Background: an optimization exercise with open tools, aiming at small area, a short achievable clock period and few clock cycles. Do not read the settings as production practice. The RTL was checked by simulation tests, not by an equivalence proof against the original design.

// CVAE_top
module CVAE_top #(
    parameter ADDR_WIDTH = 16,
    parameter DATA_WIDTH = 32
)(
    input wire clk,
    input wire rst_n,
    input wire start,
    output reg finish,
    input wire [DATA_WIDTH-1:0] init_data,
    output reg sram_state_wea,
    output reg [ADDR_WIDTH-1:0] sram_state_addr,
    output wire [DATA_WIDTH-1:0] sram_state_wdata,
    output reg [ADDR_WIDTH-1:0] sram_weight_addr,
    input wire [DATA_WIDTH-1:0] sram_weight_rdata,
    output reg [ADDR_WIDTH-1:0] sram_bias_addr,
    input wire [DATA_WIDTH-1:0] sram_bias_rdata,
    output reg [5:0] seq_lens
);
For scale: roughly 3400 flip-flops, about 190 I/O pins, roughly 120000 µm² of cells after synthesis.
==> flow/config.mk <==
export PLATFORM = sky130hd
export DESIGN_NAME = CVAE_top
export DESIGN_NICKNAME = CVAE_top
export VERILOG_FILES = /design/flow/design.v
export SDC_FILE = /design/flow/constraint.sdc
export NUM_CORES = 8
export LEC_CHECK = 0
export ABC_AREA = 1
export CAP_MARGIN = 20
export CORE_MARGIN = 2
export CORE_UTILIZATION = 40
export CTS_CLUSTER_DIAMETER = 70
export CTS_CLUSTER_SIZE = 30
export SLEW_MARGIN = 20
==> flow/constraint.sdc <==
create_clock -name core_clock -period 13.0 [get_ports {clk}]
set_input_delay 2.6000 -clock core_clock [delete_from_list [all_inputs] [get_ports {clk}]]
set_output_delay 2.6000 -clock core_clock [all_outputs]
set_load 0.01 [all_outputs]
standard.sh (not shown) runs the stock make flow with config.mk's settings and CLKGATE_MAP_FILE= SYNTH_SCRIPT=/design/flow/synth_recipe.tcl, a recipe that flattens the netlist after the stock synthesis.
==> flow/flow/run.sh <==
#!/bin/bash
# Standard layout (the standard.sh, all steps unchanged) with a larger
# setup-slack target for the resizer's repair_timing passes, so that it
# works on paths well inside the clock period. The SDC is not touched.
set -euo pipefail
bash standard.sh SETUP_SLACK_MARGIN=8.9 finish > standard_make.log 2>&1
The first run ran to the end with no violations.
Testbench counts at the start, summed over its fixed seeds: cycles 9,131,180.
Rerun with:
- CTS_CLUSTER_DIAMETER: 70 -> 60
- CTS_CLUSTER_SIZE: 30 -> 24
- PLACE_DENSITY: default -> 0.5
After rerunning:
- die area is unchanged
- clock-buffer cell count rises by 61
- cell count increases by 0.69%
- non-clock buffer count rose by 1
- worst setup slack improves by 36 ps
- sequential share of layout area falls by 0.87 points
- wire length rose by 3.0%
- flip-flop and latch count is unchanged
- hold slack is worse by 40 ps
Rerun with:
- PLACE_DENSITY: 0.5 -> default
Result: Worst hold slack improves by 31 ps; utilization falls by 0.30 points; final cell count hardly moves.
Rerun with:
--- a/flow/flow/run.sh
+++ b/flow/flow/run.sh
@@ -6 +6 @@
-bash standard.sh SETUP_SLACK_MARGIN=8.9 finish > standard_make.log 2>&1
+bash standard.sh SETUP_SLACK_MARGIN=9.1 finish > standard_make.log 2>&1
After rerunning: Via count came out higher by 0.36%; worst hold slack improves by 4.1 ps; wire length stays flat; design area came out higher by 1.4%; die area is unchanged; sequential cell count is unchanged; maximum frequency came out lower by 0.66%; count of clock-buffer cells in the layout came out higher by 1.
Rerun with:
==> flow/flow/run.sh (replaced) <==
#!/bin/bash
# Standard layout (the standard.sh, all steps unchanged) with a larger
# setup-slack target for the resizer's repair_timing passes, so that it
# works on paths well inside the clock period, and a clock tree built
# without dummy balancing loads. The SDC is not touched.
set -euo pipefail
bash standard.sh SETUP_SLACK_MARGIN=8.9 \
  "CTS_ARGS=-sink_clustering_enable -repair_clock_nets -sink_clustering_size 24 -sink_clustering_max_diameter 60 -dont_use_dummy_load" \
  finish > standard_make.log 2>&1
Result: The changed run finished clean; worst setup slack degrades by 15 ps; area after synthesis is unchanged; sequential share of layout area increases by 1.3 points; clock skew increases by 58 ps; core utilization decreases by 1.2 points; clock-buffer cell count decreases by 19; die area stays the same; flip-flop and latch count does not change; wire length decreases by 0.31%.

[separate check: timing with driven ports]
Ports are ideal in the flow. The routed layouts listed here were re-timed in OpenROAD. Step 1 sets driving cells, clkbuf_16 on the clock port and buf_2 on the other inputs (assumed; they add their load-dependent delay and slew). Step 2 times the ports against the registers' clock, not the clock port: input delays grow and output delays shrink by t, the midpoint of the rising clock arrivals with the driver on. Three values: no drivers, after step 1, after step 2; two values: the first two.
run	t (ns)	setup WS [ns]	worst hold slack (ns)	worst register clock-pin slew, ns
the first run	0.973	8.850 / 8.781 / 8.287	0.291 / 0.291 / 0.291	0.12 / 0.12
the second run	1.002	8.887 / 8.785 / 8.300	0.252 / 0.252 / 0.252	0.09 / 0.09
the third run	0.994	8.883 / 8.784 / 8.284	0.283 / 0.283 / 0.283	0.09 / 0.09
the fourth run	0.968	8.856 / 8.758 / 8.454	0.287 / 0.287 / 0.287	0.09 / 0.09
the fifth run	0.965	8.841 / 8.813 / 8.276	0.267 / 0.267 / 0.267	0.09 / 0.09
After both steps every run listed still meets setup and hold. The setup slack of the third run, which loses most, moves by -0.099 ns with the drivers and by -0.599 ns with both steps.
